This is an optimization exercise on Yosys and OpenROAD, whose aim is a short achievable clock period and few clock cycles, not a production implementation. At most, simulation tests tie the RTL to the original design; equivalence was not proved. Power is estimated from default activity; no workload was simulated.

==> 01-04: inputs <==
==> flow/design.v (excerpt) <==
module CPU(reset, clk, imem_addr, imem_data, dmem_addr, dmem_wdata, dmem_we, dmem_rdata);
clock: 10.0 ns
lec_check: 0
cap_margin: 30
core_margin: 2
core_utilization: 40
slew_margin: 30
standard.sh (not shown) runs the stock make flow with config.mk's settings and CLKGATE_MAP_FILE= SYNTH_SCRIPT=/design/flow/synth_recipe.tcl, a recipe that flattens the netlist after the stock synthesis.
==> flow/flow/run.sh <==
#!/bin/bash
# Standard ORFS layout (the standard.sh) with a larger setup slack margin, so that
# repair_timing keeps improving paths beyond the slack the design's clock period leaves.
set -euo pipefail
MARGIN=$(cat flow/margin.txt)
bash standard.sh SETUP_SLACK_MARGIN=$MARGIN finish > standard_flow.log 2>&1
==> flow/flow/margin.txt <==
6.5
==> inputs of 06-21, as changes to 01-04 <==
--- a/flow/design.v
+++ b/flow/design.v
@@ -31,27 +31,16 @@
     reg         x_radd, x_rlog, x_rslt, x_rshl, x_rshr, x_sra;
     reg  [4:0]  x_sh;
     reg         x_beq, x_bne, x_blez, x_bgtz, x_bltz, x_bgez, x_jmp, x_jr;
     reg         x_pt, x_mpt, x_sk;
     reg  [31:0] x_tgt, x_pc4;
-    reg         x_late;                    
-    reg         x_lbeq, x_lbne, x_lblez, x_lbgtz, x_lbltz, x_lbgez;
-    reg         x_lpt, x_lsk;
-    reg         x_la, x_lbo;               
-    reg         x_ptr;                     
     reg         x_hit;
     reg  [1:0]  x_ctr;
     reg  [9:0]  x_pcl;
     reg  [31:0] m_res, m_sd;
     reg  [4:0]  m_rd;
     reg         m_ld, m_lb, m_st;
-    reg         m_late;
-    reg         m_beq, m_bne, m_blez, m_bgtz, m_bltz, m_bgez;
-    reg         m_pt, m_sk, m_mpt, m_la, m_lbo, m_hit;
-    reg  [1:0]  m_ctr;
-    reg  [9:0]  m_pcl;
-    reg  [31:0] m_a, m_b, m_tgt, m_pc4;
     reg  [31:0] w_res;
     reg  [4:0]  w_rd;
     reg  [31:0] rf [1:31];
     reg         u_en;
     reg  [3:0]  u_idx;
@@ -114,15 +103,12 @@
                       (is_r && !i_jr) ? rdf :
                       (i_addi || i_slti || i_sltiu || i_andi || i_ori || i_xori || i_lui || i_ld) ? rt :
                       5'd0;
     wire [31:0] rs_val = (rs == 5'd0) ? 32'd0 : (rs == w_rd) ? w_res : rf[rs];
     wire [31:0] rt_val = (rt == 5'd0) ? 32'd0 : (rt == w_rd) ? w_res : rf[rt];
-    wire dep_rs = use_rs && (rs == x_rd);
-    wire dep_rt = use_rt && (rt == x_rd);
-    wire ld_dep = d_v && x_ld && (x_rd != 5'd0) && (dep_rs || dep_rt);
-    wire stall  = ld_dep && !i_cbr;
-    wire late   = ld_dep && i_cbr;
+    wire stall = d_v && x_ld && (x_rd != 5'd0) &&
+                 ((use_rs && (rs == x_rd)) || (use_rt && (rt == x_rd)));
     wire fa_m = (rs != 5'd0) && (rs == x_rd);
     wire fa_w = (rs != 5'd0) && (rs == m_rd) && !fa_m;
     wire fb_m = (rt != 5'd0) && (rt == x_rd);
     wire fb_w = (rt != 5'd0) && (rt == m_rd) && !fb_m;
     wire b_rt = !(i_immop || i_link);
@@ -154,36 +140,23 @@
         for (g = 0; g < 32; g = g + 1) begin : lu
             assign logic_r[g] = x_tt[{ea[g], eb[g]}];
         end
     endgenerate
     wire [31:0] shl = eb << x_sh;
-    wire [31:0] shr = $signed({x_sra & eb[31], eb}) >>> x_sh;
+    wire [31:0] shr = (eb >> x_sh) | ({32{x_sra & eb[31]}} & ~(32'hffffffff >> x_sh));
     wire [31:0] res = ({32{x_radd}} & sum) | ({32{x_rlog}} & logic_r) |
                       ({32{x_rshl}} & shl) | ({32{x_rshr}} & shr) |
                       {31'd0, x_rslt & lt};
     wire a_neg  = ea[31];
     wire a_zero = (ea == 32'd0);
     wire eq     = (ea == eb);
     wire taken  = (x_beq && eq) || (x_bne && !eq) || (x_blez && (a_neg || a_zero)) ||
                   (x_bgtz && !a_neg && !a_zero) || (x_bltz && a_neg) || (x_bgez && !a_neg) || x_jmp;
     wire skip_ok  = x_sk && !d_pt;           
-    wire redir_x  = x_jr || (taken ? (x_mpt && !skip_ok) : x_pt);
-    wire [31:0] rpc_x = x_jr ? ea : taken ? x_tgt : x_pc4;
-    wire [31:0] ma = m_la ? w_res : m_a;
-    wire [31:0] mb = m_lbo ? w_res : m_b;
-    wire ma_neg  = ma[31];
-    wire ma_zero = (ma == 32'd0);
-    wire m_eq    = (ma == mb);
-    wire taken_m = (m_beq && m_eq) || (m_bne && !m_eq) || (m_blez && (ma_neg || ma_zero)) ||
-                   (m_bgtz && !ma_neg && !ma_zero) || (m_bltz && ma_neg) || (m_bgez && !ma_neg);
-    wire skip_m  = m_sk && !x_ptr;
-    wire redir_m = taken_m ? (m_mpt && !skip_m) : m_pt;
-    wire kill_x  = redir_m || (taken_m && skip_m);    
-    wire [31:0] rpc_m = taken_m ? m_tgt : m_pc4;
-    wire redirect = redir_m || (redir_x && !kill_x);
-    wire kill_d   = redirect || (taken && skip_ok && !kill_x);
-    wire [31:0] redirect_pc = redir_m ? rpc_m : rpc_x;
+    wire redirect = x_jr || (taken ? (x_mpt && !skip_ok) : x_pt);
+    wire kill_d   = redirect || (taken && skip_ok);
+    wire [31:0] redirect_pc = x_jr ? ea : taken ? x_tgt : x_pc4;
     wire x_isbr = x_beq || x_bne || x_blez || x_bgtz || x_bltz || x_bgez;
     wire [7:0] ld_byte = (m_res[1:0] == 2'd0) ? dmem_rdata[7:0] :
                          (m_res[1:0] == 2'd1) ? dmem_rdata[15:8] :
                          (m_res[1:0] == 2'd2) ? dmem_rdata[23:16] :
                                                 dmem_rdata[31:24];
@@ -222,35 +195,25 @@
     always @(posedge clk or posedge reset)
         if (reset) begin
             x_rd <= 5'd0; x_ld <= 1'b0; x_st <= 1'b0;
             x_beq <= 1'b0; x_bne <= 1'b0; x_blez <= 1'b0; x_bgtz <= 1'b0;
             x_bltz <= 1'b0; x_bgez <= 1'b0; x_jmp <= 1'b0; x_jr <= 1'b0;
-            x_pt <= 1'b0; x_sk <= 1'b0; x_ptr <= 1'b0; x_late <= 1'b0;
-            x_lbeq <= 1'b0; x_lbne <= 1'b0; x_lblez <= 1'b0; x_lbgtz <= 1'b0;
-            x_lbltz <= 1'b0; x_lbgez <= 1'b0;
+            x_pt <= 1'b0; x_sk <= 1'b0;
         end else begin
             x_rd   <= go ? dest : 5'd0;
             x_ld   <= go && i_ld;
             x_st   <= go && i_sw;
-            x_beq  <= go && !late && i_beq;
-            x_bne  <= go && !late && i_bne;
-            x_blez <= go && !late && i_blez;
-            x_bgtz <= go && !late && i_bgtz;
-            x_bltz <= go && !late && i_bltz;
-            x_bgez <= go && !late && i_bgez;
+            x_beq  <= go && i_beq;
+            x_bne  <= go && i_bne;
+            x_blez <= go && i_blez;
+            x_bgtz <= go && i_bgtz;
+            x_bltz <= go && i_bltz;
+            x_bgez <= go && i_bgez;
             x_jmp  <= go && (i_j || i_jal);
             x_jr   <= go && (i_jr || i_jalr);
-            x_pt   <= go && !late && d_pt;
-            x_sk   <= go && !late && i_cbr && (imm == 16'd1) && !d_pt;
-            x_ptr  <= go && d_pt;
-            x_late  <= go && late;
-            x_lbeq  <= go && late && i_beq;
-            x_lbne  <= go && late && i_bne;
-            x_lblez <= go && late && i_blez;
-            x_lbgtz <= go && late && i_bgtz;
-            x_lbltz <= go && late && i_bltz;
-            x_lbgez <= go && late && i_bgez;
+            x_pt   <= go && d_pt;
+            x_sk   <= go && i_cbr && (imm == 16'd1) && !d_pt;
         end
     always @(posedge clk) begin
         x_a    <= rs_val;
         x_b    <= b_val;
         x_sd   <= rt_val;
@@ -279,48 +242,23 @@
         x_tgt  <= tgt;
         x_pc4  <= d_pc4;
         x_hit  <= d_hit;
         x_ctr  <= d_ctr;
         x_pcl  <= d_pcl;
-        x_lpt  <= d_pt;
-        x_lsk  <= (imm == 16'd1) && !d_pt;
-        x_la   <= dep_rs;
-        x_lbo  <= dep_rt;
     end
     always @(posedge clk or posedge reset)
         if (reset) begin
             m_rd <= 5'd0; m_ld <= 1'b0; m_st <= 1'b0;
-            m_beq <= 1'b0; m_bne <= 1'b0; m_blez <= 1'b0; m_bgtz <= 1'b0;
-            m_bltz <= 1'b0; m_bgez <= 1'b0; m_pt <= 1'b0; m_sk <= 1'b0; m_late <= 1'b0;
         end else begin
-            m_rd   <= kill_x ? 5'd0 : x_rd;
-            m_ld   <= !kill_x && x_ld;
-            m_st   <= !kill_x && x_st;
-            m_late <= !kill_x && x_late;
-            m_beq  <= !kill_x && x_lbeq;
-            m_bne  <= !kill_x && x_lbne;
-            m_blez <= !kill_x && x_lblez;
-            m_bgtz <= !kill_x && x_lbgtz;
-            m_bltz <= !kill_x && x_lbltz;
-            m_bgez <= !kill_x && x_lbgez;
-            m_pt   <= !kill_x && x_late && x_lpt;
-            m_sk   <= !kill_x && x_late && x_lsk;
+            m_rd <= x_rd;
+            m_ld <= x_ld;
+            m_st <= x_st;
         end
     always @(posedge clk) begin
         m_res <= res;
         m_sd  <= es;
         m_lb  <= x_lb;
-        m_a   <= ea;
-        m_b   <= eb;
-        m_la  <= x_la;
-        m_lbo <= x_lbo;
-        m_mpt <= x_mpt;
-        m_tgt <= x_tgt;
-        m_pc4 <= x_pc4;
-        m_hit <= x_hit;
-        m_ctr <= x_ctr;
-        m_pcl <= x_pcl;
     end
     always @(posedge clk or posedge reset)
         if (reset)
             w_rd <= 5'd0;
         else
@@ -335,19 +273,16 @@
             rf[w_rd] <= w_res;
     always @(posedge clk or posedge reset)
         if (reset)
             u_en <= 1'b0;
         else
-            u_en <= m_late ? (m_hit || taken_m) : (!kill_x && (x_isbr || x_jmp) && (x_hit || taken));
+            u_en <= (x_isbr || x_jmp) && (x_hit || taken);
     always @(posedge clk) begin
-        u_idx <= m_late ? m_pcl[3:0] : x_pcl[3:0];
-        u_tag <= m_late ? m_pcl[9:4] : x_pcl[9:4];
-        u_tgt <= m_late ? m_tgt[31:2] : x_tgt[31:2];
-        u_ctr <= m_late ? (!m_hit ? 2'd2 :
-                           taken_m ? ((m_ctr == 2'd3) ? 2'd3 : m_ctr + 2'd1) :
-                                     ((m_ctr == 2'd0) ? 2'd0 : m_ctr - 2'd1)) :
-                 x_jmp ? 2'd3 :
+        u_idx <= x_pcl[3:0];
+        u_tag <= x_pcl[9:4];
+        u_tgt <= x_tgt[31:2];
+        u_ctr <= x_jmp ? 2'd3 :
                  !x_hit ? 2'd2 :
                  taken ? ((x_ctr == 2'd3) ? 2'd3 : x_ctr + 2'd1) :
                          ((x_ctr == 2'd0) ? 2'd0 : x_ctr - 2'd1);
     end
     always @(posedge clk or posedge reset)
==> flow/run.sh (new file) <==
#!/bin/bash
# synth_recipe.tcl (not shown) runs the flow's synth.tcl, then flattens the netlist and writes it again
# the make line also repeats each setting of config.mk as NAME=value (left out here)
make -C /OpenROAD-flow-scripts/flow DESIGN_CONFIG=/design/flow/config.mk WORK_HOME=/design/flow/orfs CLKGATE_MAP_FILE= SYNTH_SCRIPT=/design/flow/synth_recipe.tcl finish
--- a/flow/config.mk
+++ b/flow/config.mk
@@ -6,6 +6,7 @@
 export NUM_CORES = 8
 export LEC_CHECK = 0
 export CAP_MARGIN = 30
 export CORE_MARGIN = 2
 export CORE_UTILIZATION = 40
+export SETUP_SLACK_MARGIN = 5
 export SLEW_MARGIN = 30
removed: flow/flow/run.sh
removed: flow/flow/margin.txt
removed: flow/standard.sh
==> run summary <==
Of 06-21 and 01-04, 01-04 has the higher sequential power (gap about 5%, measured against 01-04). In 01-04 the sequential share of layout area is lower than in 06-21, by 2.4 points. Between 01-04 and 06-21, the lower area after synthesis is in 06-21 (gap 4.7%, measured against 06-21). Against 01-04, the non-clock buffer count of 06-21 is lower by 450. Of 01-04 and 06-21, 01-04 has the higher power (gap about 18%, measured against 06-21). Of 06-21 and 01-04, 01-04 has the higher final area (gap 11%, measured against 01-04).
Testbench counts of 06-21, summed over its fixed seeds: cycles 367,798.
No functional check of the RTL was part of 01-04.

## afterwards: timing with drivers on the ports
The results above use ideal ports. As a check the final layouts listed here were re-extracted and re-timed, cells and wires unchanged. Step 1 sets driving cells, clkbuf_16 on the clock port and buf_2 on the other inputs (assumed; they add their load-dependent delay and slew). Step 2 moves the port delays by t, midway between the first and last clock arrival at a register: inputs arrive t later, outputs are due t later. That takes back most of the time a late clock gives input paths. Slacks: ideal / step 1 / step 2; pairs: ideal / step 1.
| run | shift t [ns] | setup slack, ns | hold WS [ns] | latest minus earliest clock arrival (ns) | worst register clock-pin slew, ns |
|---|---|---|---|---|---|
| 01-04 | 1.055 | 5.407 / 5.407 / 5.407 | 0.311 / 0.311 / 0.311 | 0.087 / 0.087 | 0.07 / 0.07 |
| 06-21 | 0.990 | 4.530 / 4.530 / 4.530 | 0.324 / 0.324 / 0.324 | 0.115 / 0.116 | 0.08 / 0.08 |
After both steps every run listed still meets setup and hold.
